Source: an optimization exercise on an open RTL-to-GDS flow (aim: small area and a short achievable clock period). Production flows keep margins and buffers that such runs may drop.
The RTL was checked by simulation tests, not by an equivalence proof against the original design.

## flow/design.v (module list and top-level ports; edited modules follow where they fit)
// module sm_lane: 60 lines
// module sub_module16: 2396 lines
module sub_module16(
  input clk,rst,en,
  input signed [7:0] data1,data2,data3,data4,data5,data6,data7,data8,
  input signed [4:0] addr1,addr2,addr3,addr4,addr5,addr6,addr7,addr8,
  output signed [10:0] out1,out1_2,out1_3,out1_4,out1_5,out1_6,out1_7,out1_8,
  output signed [10:0] out2,out2_2,out2_3,out2_4,out2_5,out2_6,out2_7,out2_8,
  output signed [11:0] sum_out1,sum_out2,sum_out3,sum_out4,sum_out5,sum_out6,sum_out7,sum_out8,
  output signed [12:0] final_sum1,final_sum2,final_sum3,final_sum4,final_sum5,final_sum6,final_sum7,final_sum8,
  output signed [13:0] partial_sum14,partial_sum14_1,partial_sum14_2,partial_sum14_3,
  output signed [14:0] partial_sum15,partial_sum15_1,
  output signed [15:0] partial_sum16
);
  // ...
==> flow/flow/run.sh <==
#!/bin/bash
# The standard ORFS layout (standard.sh, unchanged synthesis) with two changes
# before global placement:
#  - the buffers that synthesis left in the netlist are removed, as the
#    standard flow does only when timing-driven placement is on;
#  - every port gets a sky130_fd_sc_hd__buf_1 as its buffer rather than the
#    larger cell buffer_ports picks by default (the resizer may still upsize it).
# make's whole output goes to standard.log; ORFS keeps each step's log under orfs/logs.
set -euo pipefail
work=$(pwd)
export PRE_GLOBAL_PLACE_TCL="$work/flow/pre_global_place.tcl"
export BUFFER_PORTS_ARGS="-buffer_cell sky130_fd_sc_hd__buf_1"
bash standard.sh > "$work/standard.log" 2>&1
==> flow/flow/pre_global_place.tcl <==
# Sourced by ORFS's global_place.tcl before it buffers the ports.
remove_buffers
==> flow/standard.sh <==
#!/bin/bash
# synth_recipe.tcl (not shown) runs the flow's synth.tcl, then flattens the netlist and writes it again
# the make line also repeats each setting of config.mk as NAME=value (left out here)
make -C /OpenROAD-flow-scripts/flow DESIGN_CONFIG=/design/flow/config.mk WORK_HOME=/design/flow/orfs CLKGATE_MAP_FILE= SYNTH_SCRIPT=/design/flow/synth_recipe.tcl "${@:-finish}"
==> flow/config.mk <==
export PLATFORM = sky130hd
export DESIGN_NAME = sub_module16
export DESIGN_NICKNAME = sub_module16
export VERILOG_FILES = /design/flow/design.v
export SDC_FILE = /design/flow/constraint.sdc
export NUM_CORES = 4
export LEC_CHECK = 0
export CAP_MARGIN = 20
export CORE_MARGIN = 2
export CORE_UTILIZATION = 70
export GPL_TIMING_DRIVEN = 0
export PLACE_DENSITY = 0.82
export SLEW_MARGIN = 20
==> flow/constraint.sdc <==
create_clock -name core_clock -period 13.0 [get_ports {clk}]
set_input_delay 2.6000 -clock core_clock [delete_from_list [all_inputs] [get_ports {clk}]]
set_output_delay 2.6000 -clock core_clock [all_outputs]
set_load 0.01 [all_outputs]
==> impl_metrics.toml, run 1 <==
[status]
outcome = "timing/DRC/antenna clean"

[yosys]
synth_mux_area_share_pct = 1.09
synth.area.top_cells = "fa_1, buf_4, ha_1, edfxtp_1, xnor2_1"
ys_ff_latch = 64
synth-edff-count = 64
synth_async_sr_flop_share_pct = 0
synth_compound_area_share_pct = 23.2
seq_area_frac_synth_pct = 8.71

[layout]
drive_gt1_share_pct = 5.89
dominant-cell-class = "multi-input combinational cells"
finalInstanceArea_mm2 = 0.0230
sh_seq_area_pct = 8.37
antenna_cells = 0

[timing]
min_period_ns = 12.73
worst_pin_slew_ns = 0.828
setup_violations = 0

[drt]
via_per_inst = 6.50
wl_met1_um = 27000
first_pass_iters = 6
post_drt_wl_per_cell_um = 22.4
wirelength_um = 76400
vias = 22100

[setup_path]
crit_end = "partial_sum16[14]"
crit_slowest_cell = "fa_1"
worst_ep_required_time_ns = 10.40
crit_path_start = "en"
crit_fanout = 42

[clock_tree]
cts_hold_buf = 0
post_cts_buffers = 0
cts_tree = "yes"
clockBufferDepth = 2
clock-sinks = 64

[placement]
placed_cells = 3378

[grt]
met3_usage_pct = 10.1
busiest_layer = "met2"
overflow = 0
antenna_found_initial = 0
first_global_vias = 20800
met1_usage_pct = 51.7

[worst_hold_path]
hold_end = "l5.d[5]"
==> run 2, diff against run 1 <==
--- a/flow/config.mk
+++ b/flow/config.mk
@@ -5,9 +5,10 @@
 export SDC_FILE = /design/flow/constraint.sdc
 export NUM_CORES = 4
 export LEC_CHECK = 0
+export ABC_AREA = 1
 export CAP_MARGIN = 20
 export CORE_MARGIN = 2
-export CORE_UTILIZATION = 70
+export CORE_UTILIZATION = 50
 export GPL_TIMING_DRIVEN = 0
-export PLACE_DENSITY = 0.82
+export PLACE_DENSITY = 0.62
 export SLEW_MARGIN = 20
==> run 2 against run 1 <==
  * Still clean
  * Global-route usage is 12 points lower
  * Worst hold slack got worse by 0.021 ns
  * Via count rose by 3.5%
  * Die area up 43%
  * Non-clock buffer count shrank 5
  * Wire length up 1.7%
  * Setup slack better by 0.24 ns
  * Critical path depth grew 5
  * Critical path type unchanged
==> impl_metrics.toml, run 2 <==
[setup_path]
crit_path_start = "en"
critPathMostFrequentCell = "nand2_1"
cp-end-kind = "primary output"
worstPathArrival_ns = 9.89
crit_family = "simple AND/OR/NAND/NOR gates"
crit_fanout = 19
worst_ep_required_time_ns = 10.40
path_buf_inv = 5
cp-start-kind = "input pin"
critical_path_class = "input pin to primary output"
cp.depth = 37
slowest_delay_ns = 0.50
crit_slowest_cell = "fa_1"
crit_end = "partial_sum16[15]"

[timing]
hold_violations = 0
max_slew_margin_pct = 53.4
drv_slew = 0
worst_pin_slew_ns = 0.692
max_freq_mhz = 80.1
min_period_ns = 12.49
period_share_pct = 96.1
setup_violations = 0

[yosys]
synth_commonest_cells = "nand2_1, inv_1, buf_4, nor2_1, a21oi_1"
synth_async_sr_flop_share_pct = 0
ys_ff_latch = 64
synth.area.top_cells = "fa_1, nand2_1, inv_1, buf_4, ha_1"
synth-edff-count = 64
seq_area_frac_synth_pct = 8.47
synthesis.area_mm2 = 0.0227
syn_inst = 3471
synth_most_common_cell = "nand2_1"
syn_avg_cell_area_um2 = 6.53
synthFlopType = "edfxtp_1"
synth_top_cell_by_area = "fa_1"
ys_warn_count = 1
synthDistinctLibCells = 53
synth_top_area_share_pct = 13.3

[drt]
via_per_inst = 5.27
drt_iter0_markers = 1969
post_drt_wl_per_cell_um = 17.8
drc_errors = 0
wirelength_um = 77700
ant_nets = 0
first_pass_iters = 7
vias = 22900

[placement]
placed_cell_area_mm2 = 0.0233
gp_routability_congestion = 1.03
hpwl_um = 67900
portBuffers = 576
placed_cells = 4330

[layout]
final_cell_mix = "nand2_1, inv_1, buf_1, nor2_1, a21oi_1"
nNetsFinal = 4181
drive_gt1_share_pct = 4.08
fillers = 4784
final_common_cell = "nand2_1"
syn_to_final_growth_pct = 4.66
finalInstanceArea_mm2 = 0.0237
stdcell_count = 4354

[die]
core_region_area_mm2 = 0.0451
die-area_mm2 = 0.0471
chipHeight_um = 217
die_w_um = 217
start_util_pct = 50.3
rows = 78
pin_count = 585

[clock_tree]
path_clk_slew_ns = 0.07
root_buffer = "clkbuf_16"
clockBufferDepth = 2
cts_hold_buf = 0
cts_tree = "yes"
cts_htree_levels = 3
numCtsBuffers = 9
clock-sinks = 64

[run]
maxCapViolCount = 0

[grt]
grt_pass1_wl_um = 117000
grt_max_degree = 31
track_usage_pct = 32.1
overflow = 0
first_global_vias = 20900
antenna_found_initial = 0

[worst_hold_path]
min_path_cells = 1
hold_class = "input pin to register"
hold_start = "data6[3]"

[status]
outcome = "timing/DRC/antenna clean"
run 2: changes by cell type in the layout (fill, tap and decap cells not counted), moves of 42 or more:
cell,previous run,this run
o22a_1,42,0
o21ai_0,68,178
xnor2_1,135,46
nand3_1,37,135
nand2_1,154,766
inv_1,258,628
run 2: final cells by class:
type,count,area (µm²),area share (%)
antenna,1,2.50,0.0105
sequential,64,1920,8.10
clock inverter,7,77.6,0.327
tap,600,751,3.16
inverter,649,2440,10.3
timing repair buffer,586,2300,9.71
clock buffer,9,225,0.949
multi-input combinational,2438,16000,67.4
run 2: metrics by stage:
| step | setup slack (ns) | setup TNS [ns] | hold slack, ns | util (%) |
|---|---|---|---|---|
| finish | 0.511 | 0 | 2.36 | 52.6 |
| global route | -0.0177 | -0.0177 | 2.36 | 52.6 |
| CTS | 0.153 | 0 | 2.35 | 52.3 |
| detailed placement | -0.111 | -0.118 | 2.77 | 51.6 |
| global placement | -2.05 | -30.39 | 2.77 | 51.4 |
| floorplan | 2.04 | 0 | 2.70 | - |
run 2: cell families after synthesis:
group	after synthesis	share of synthesized area (%)
flip-flops	64	8.47
XOR/XNOR	179	6.91
buffers and inverters	976	21.5
AO/OA/AOI/OAI	603	15.5
adder cells (fa/ha/maj)	326	23.0
other	1	0.0165
AND/OR/NAND/NOR	1322	24.6
run 2: worst min-delay path by stage:
stage	endpoint	slack [ns]
3_3_place_gp	l6.d[3]	2.77
6_report	l6.d[3]	2.36
3_5_place_dp	l7.d[3]	2.77
4_1_cts	l5.d[3]	2.35
5_1_grt	l6.d[7]	2.36
2_1_floorplan	l1.d[0]	2.70
run 2: what timing repair did:
| item | 4_1_cts | 5_1_grt |
|---|---|---|
| setup buffers | 0 | 7 |
| hold endpoints to repair | 0 | 0 |
| pin swaps | 0 | 6 |
| resized for setup | 2 | 41 |
| endpoints found under the setup margin | 2 | 6 |
run 2: layer usage:
layer | track usage (%) | routed length [µm] | vias up
li1 | - | - | 11400
met1 | 40.7 | 32100 | 10500
met2 | 52.1 | 35300 | 939
met3 | 7.37 | 6590 | 171
met4 | 14.5 | 3670 | 0
met5 | 0 | 0 | -
==> run 3, diff against run 2 <==
--- a/flow/config.mk
+++ b/flow/config.mk
@@ -5,7 +5,6 @@
 export SDC_FILE = /design/flow/constraint.sdc
 export NUM_CORES = 4
 export LEC_CHECK = 0
-export ABC_AREA = 1
 export CAP_MARGIN = 20
 export CORE_MARGIN = 2
 export CORE_UTILIZATION = 50
==> run 3 against run 2 <==
  * Synthesized cell count shrank 19%
  * Worst hold slack better by 0.018 ns
  * Count of clock-buffer cells in the layout did not move
  * Via count down 8.3%
  * Wire length is 0.68% higher
  * Fmax fell by 0.68%
  * Die area fell by 2.7%
  * Critical path depth shrank 4
  * Non-clock buffer count unchanged
  * Synthesized area down 2.7%
  * Sequential share of layout area increased by 0.26 points
  * Critical endpoint is now partial_sum16[14]
==> impl_metrics.toml, run 3 <==
[drt]
via_per_inst = 5.87
wirelength_um = 78200
first_pass_iters = 5
post_drt_wl_per_cell_um = 21.8
ant_nets = 0
drt_iter0_markers = 1402
vias = 21000
drc_errors = 0

[clock_tree]
clock-sinks = 64
cts_hold_buf = 0
root_buffer = "clkbuf_16"
cts_htree_levels = 3
path_clk_slew_ns = 0.07
cts_tree = "yes"
clockBufferDepth = 2
numCtsBuffers = 9

[timing]
max_slew_margin_pct = 43.5
max_freq_mhz = 79.5
period_share_pct = 96.7
holdWs_ns = 2.38
worst_pin_slew_ns = 0.841
hold_violations = 0
min_period_ns = 12.58
setup_violations = 0
drv_slew = 0

[placement]
gp_routability_congestion = 0.969
portBuffers = 576
hpwl_um = 67000

[grt]
grt_pass1_wl_um = 118000
grt_max_degree = 40
antenna_found_initial = 1
overflow = 0
first_global_vias = 20400
track_usage_pct = 32.9

[layout]
nNetsFinal = 3427
final_util_pct = 53.0
final_cell_mix = "buf_1, inv_1, nor2_1, a21oi_1, ha_1"
drive_gt1_share_pct = 5.47
syn_to_final_growth_pct = 4.21
antenna_cells = 0
final_common_cell = "buf_1"

[yosys]
synth_top_area_share_pct = 13.7
synthFlopType = "edfxtp_1"
ys_ff_latch = 64
synthDistinctLibCells = 77
syn_inst = 2819
syn_avg_cell_area_um2 = 7.83
synth_commonest_cells = "buf_4, inv_1, nor2_1, a21oi_1, ha_1"
synth_top_cell_by_area = "fa_1"
synthesis.area_mm2 = 0.0221
seq_area_frac_synth_pct = 8.71
synth_async_sr_flop_share_pct = 0
synth-edff-count = 64
synth_most_common_cell = "buf_4"
ys_warn_count = 1
synth.area.top_cells = "fa_1, buf_4, ha_1, edfxtp_1, xnor2_1"

[setup_path]
slowest_delay_ns = 0.51
critical_path_class = "input pin to primary output"
crit_slowest_cell = "fa_1"
cp-end-kind = "primary output"
critPathMostFrequentCell = "ha_1"
crit_fanout = 9
worstPathArrival_ns = 9.98
worst_ep_required_time_ns = 10.40
cp-start-kind = "input pin"

[die]
rows = 76
chipHeight_um = 214
pin_count = 585
die-area_mm2 = 0.0458
die_w_um = 214
start_util_pct = 50.9
core_region_area_mm2 = 0.0434

[worst_hold_path]
hold_start = "data6[4]"
hold_end = "l6.d[4]"
min_path_cells = 1
hold_class = "input pin to register"

[status]
outcome = "timing/DRC/antenna clean"

[run]
maxCapViolCount = 0
run 3: cell count changes in the layout (fill, tap and decap cells not counted), moves of 42 or more:
cell | before | now
inv_1 | 628 | 258
nand3_1 | 135 | 37
nand2_1 | 766 | 153
o21ai_0 | 178 | 69
xnor2_1 | 46 | 143
o22a_1 | 0 | 42
run 3: worst max path at each step:
stage              from                end  slack [ns]  cells after the start
6_report       addr1[1]  partial_sum16[14]        0.42                     33
5_1_grt        addr5[4]  partial_sum16[14]       -0.05                     34
2_1_floorplan        en  partial_sum16[14]        1.12                     30
3_5_place_dp         en  partial_sum16[15]       -0.25                     30
3_3_place_gp         en  partial_sum16[14]       -4.15                     29
4_1_cts        addr2[4]  partial_sum16[15]        0.05                     31
run 3: kinds of logic (layout without fill, tap and decap cells):
family	after synthesis	count (layout)	synth area share, %
AO/OA/AOI/OAI	737	738	23.2
XOR/XNOR	283	283	11.4
adder cells (fa/ha/maj)	326	326	23.6
buffers and inverters	695	867	17.2
flip-flops	64	64	8.71
multiplexers	24	24	1.09
other	1	8	0.0170
AND/OR/NAND/NOR	689	689	14.8
run 3: worst max-delay path, delay by kind of cell:
kind	cells	cell delay, ns
adder cells (fa/ha/maj)	5	1.80
XOR/XNOR	6	1.46
AO/OA/AOI/OAI	11	2.12
AND/OR/NAND/NOR	8	1.33
buffers and inverters	3	0.66
run 3: repair_timing:
| item | in CTS | in global routing |
|---|---|---|
| buffers inserted | 0 | 6 |
| cloned | 0 | 1 |
| gates resized for setup | 9 | 73 |
| endpoints found under the setup margin | 4 | 5 |
| pin swaps | 0 | 3 |
run 3: cell type report:
cell class | instances | area (µm²)
multi-input combinational | 2068 | 16700
clock inverter | 7 | 86.3
clock buffer | 9 | 225
sequential | 64 | 1920
tap | 585 | 732
inverter | 265 | 995
fill | 4338 | 20400
timing repair buffer | 586 | 2310
run 3: routing by layer:
| layer | track usage, % | wire length, µm | part of all wire (%) |
|---|---|---|---|
| met4 | 17.7 | 4560 | 5.8 |
| met1 | 40.2 | 31300 | 40 |
| met5 | 0 | 12 | 0.015 |
| met3 | 7.67 | 6260 | 8.0 |
| met2 | 53.7 | 36100 | 46 |
run 3: through the flow:
| stage | cells | instance area, µm² | setup TNS, ns | setup slack (ns) |
|---|---|---|---|---|
| 2_1_floorplan | 2826 | 22100 | 0 | 1.12 |
| 3_3_place_gp | 3557 | 22200 | -228.89 | -4.15 |
| 3_5_place_dp | 3561 | 22300 | -0.559 | -0.254 |
| 4_1_cts | 3577 | 22600 | 0 | 0.0513 |
| 5_1_grt | 3584 | 23000 | -0.0532 | -0.0532 |
| 6_report | 3584 | 23000 | 0 | 0.425 |
==> run 4, diff against run 3 <==
--- a/flow/config.mk
+++ b/flow/config.mk
@@ -8,6 +8,7 @@
 export CAP_MARGIN = 20
 export CORE_MARGIN = 2
 export CORE_UTILIZATION = 50
+export CTS_BUF_LIST = sky130_fd_sc_hd__clkbuf_4 sky130_fd_sc_hd__clkbuf_8
 export GPL_TIMING_DRIVEN = 0
 export PLACE_DENSITY = 0.62
 export SLEW_MARGIN = 20
==> run 4 against run 3 <==
  * Fmax down 0.89%
  * Via count barely moved
  * Setup slack got worse by 0.11 ns
  * Flip-flop and latch count did not move
  * Critical path depth is the same
  * Largest cell class unchanged
  * Worst hold slack got worse by 0.059 ns
  * Still clean
  * Non-clock buffer count did not move
  * Cell count did not move
==> impl_metrics.toml, run 4 <==
[placement]
gp_routability_congestion = 0.969
portBuffers = 576
hpwl_um = 67000

[setup_path]
worstPathArrival_ns = 10.09
crit_slowest_cell = "fa_1"
crit_path_start = "en"
crit_fanout = 39
cp-start-kind = "input pin"
cp-end-kind = "primary output"
crit_end = "partial_sum16[14]"
critPathMostFrequentCell = "ha_1"
worst_ep_required_time_ns = 10.40
slowest_delay_ns = 0.52
critical_path_class = "input pin to primary output"

[grt]
first_global_vias = 20400
antenna_found_initial = 1
grt_pass1_wl_um = 118000
overflow = 0
grt_max_degree = 40
track_usage_pct = 32.9

[clock_tree]
path_clk_slew_ns = 0.10
cts_hold_buf = 0
cts_tree = "yes"
clockBufferDepth = 2
root_buffer = "clkbuf_8"
clock-sinks = 64
numCtsBuffers = 9
cts_htree_levels = 3

[drt]
via_per_inst = 5.86
first_pass_iters = 8
drt_iter0_markers = 1243
post_drt_wl_per_cell_um = 21.8
vias = 21000
wirelength_um = 78100
drc_errors = 0
ant_nets = 0

[layout]
drive_gt1_share_pct = 5.47
fillers = 4348
nNetsFinal = 3427
syn_to_final_growth_pct = 3.75
final_cell_mix = "buf_1, inv_1, nor2_1, a21oi_1, ha_1"
final_common_cell = "buf_1"
final_util_pct = 52.8
antenna_cells = 0

[yosys]
synth_top_area_share_pct = 13.7
synth_top_cell_by_area = "fa_1"
synthDistinctLibCells = 77
syn_avg_cell_area_um2 = 7.83
synth_commonest_cells = "buf_4, inv_1, nor2_1, a21oi_1, ha_1"
syn_inst = 2819
synth_async_sr_flop_share_pct = 0
synth.area.top_cells = "fa_1, buf_4, ha_1, edfxtp_1, xnor2_1"
ys_warn_count = 1
synth_most_common_cell = "buf_4"
ys_ff_latch = 64
synth-edff-count = 64
synthesis.area_mm2 = 0.0221
synthFlopType = "edfxtp_1"
seq_area_frac_synth_pct = 8.71

[die]
die_w_um = 214
rows = 76
pin_count = 585
die-area_mm2 = 0.0458
start_util_pct = 50.9
core_region_area_mm2 = 0.0434
chipHeight_um = 214

[timing]
worst_pin_slew_ns = 0.874
drv_slew = 0
max_freq_mhz = 78.8
min_period_ns = 12.69
hold_violations = 0
period_share_pct = 97.6
max_slew_margin_pct = 41.2
setup_violations = 0

[status]
outcome = "timing/DRC/antenna clean"

[run]
maxCapViolCount = 0

[worst_hold_path]
hold_class = "input pin to register"
==> run 4: kinds of logic after synthesis <==
family	synth area share (%)
flops	8.71
simple gates	14.8
xor+xnor	11.4
mux	1.09
buf+inv	17.2
compound gates	23.2
fa+ha+maj	23.6
other cells	0.0170
==> run 4: how the worst min path moves through the flow <==
| stage | startpoint | end | slack (ns) | depth (start not counted) |
|---|---|---|---|---|
| finish | data6[4] | l6.d[4] | 2.32 | 1 |
| global route | data5[7] | l5.d[7] | 2.29 | 1 |
| CTS | data6[4] | l6.d[4] | 2.28 | 1 |
| detailed placement | data4[3] | l4.d[3] | 2.77 | 1 |
| global placement | data4[4] | l4.d[4] | 2.77 | 1 |
| floorplan | data1[0] | l1.d[0] | 2.70 | 0 |
==> run 4: metal layers <==
layer | track usage (%) | routed length (µm) | vias to the layer above
met2 | 53.7 | 36100 | 914
met4 | 17.8 | 4590 | 2
li1 | - | - | 9822
met5 | 0 | 12 | -
met3 | 7.46 | 6180 | 188
met1 | 40.3 | 31300 | 10100
==> run 4: what timing repair did <==
action                     4_1_cts  5_1_grt
setup endpoints to repair        4        6
buffers inserted                 0        6
pin swaps                        0        3
hold endpoints to repair         0        0
gates resized for setup          8       75
cloned                           0        1
==> run 4: per-stage QoR <==
step / instances / area (µm²) / hold WS (ns) / TNS [ns] / setup slack (ns)
after floorplan: 2826 / 22100 / 2.70 / 0 / 1.12
after CTS: 3577 / 22500 / 2.28 / 0 / 0.0129
after detailed placement: 3561 / 22300 / 2.77 / -0.559 / -0.254
final: 3584 / 22900 / 2.32 / 0 / 0.313
after global routing: 3584 / 22900 / 2.29 / -0.0532 / -0.0532
after global placement: 3557 / 22200 / 2.77 / -228.89 / -4.15
==> run 4: cell type report <==
type	instances	area [µm²]	share of cell area, %
sequential	64	1920	8.40
timing repair buffer	586	2310	10.1
clock inverter	7	86.3	0.377
tap	585	732	3.20
multi-input combinational	2068	16700	73.0
inverter	265	995	4.35
clock buffer	9	124	0.541
==> run 4: critical path: cells and delay by family <==
family,cells,cell delay [ns]
adders and majority gates,5,1.84
AOI/OAI and AO/OA,13,2.60
and+or+nand+nor,6,1.06
buffers and inverters,4,0.81
xor gates and xnor gates,5,1.14

## separate check: timing with driven ports
How much do the figures lean on ideal ports? The routed layouts below were timed once more, with nothing changed but the port constraints.
Step 1, drivers: a clkbuf_16 drives clk and a buf_2 each remaining input, both assumed.
Step 2 adds t to the input delays and takes it off the output delays; t is the mean of the earliest and latest rising clock arrival at the registers after step 1. Input paths then give back, and output paths get back, about the clock's delay inside the block.
Three values: ideal ports, drivers, drivers and shift; two values: the first two.
| run | t (ns) | setup slack, ns | hold WS [ns] | worst setup path at the end | slew at the worst register clock pin (ns) |
|---|---|---|---|---|---|
| run 1 | 0.433 | 0.266 / 0.208 / 0.208 | 2.381 / 2.348 / 2.781 | input to output | 0.07 / 0.07 |
| run 2 | 0.453 | 0.511 / 0.455 / 0.455 | 2.360 / 2.324 / 2.777 | input to output | 0.07 / 0.07 |
| run 3 | 0.438 | 0.425 / 0.378 / 0.378 | 2.378 / 2.341 / 2.779 | input to output | 0.07 / 0.07 |
| run 4 | 0.486 | 0.313 / 0.285 / 0.285 | 2.320 / 2.286 / 2.772 | input to output | 0.10 / 0.10 |
After both steps every run listed still meets setup and hold. The setup slack of run 1, which loses most, moves by -0.058 ns with the drivers and by -0.058 ns with both steps.
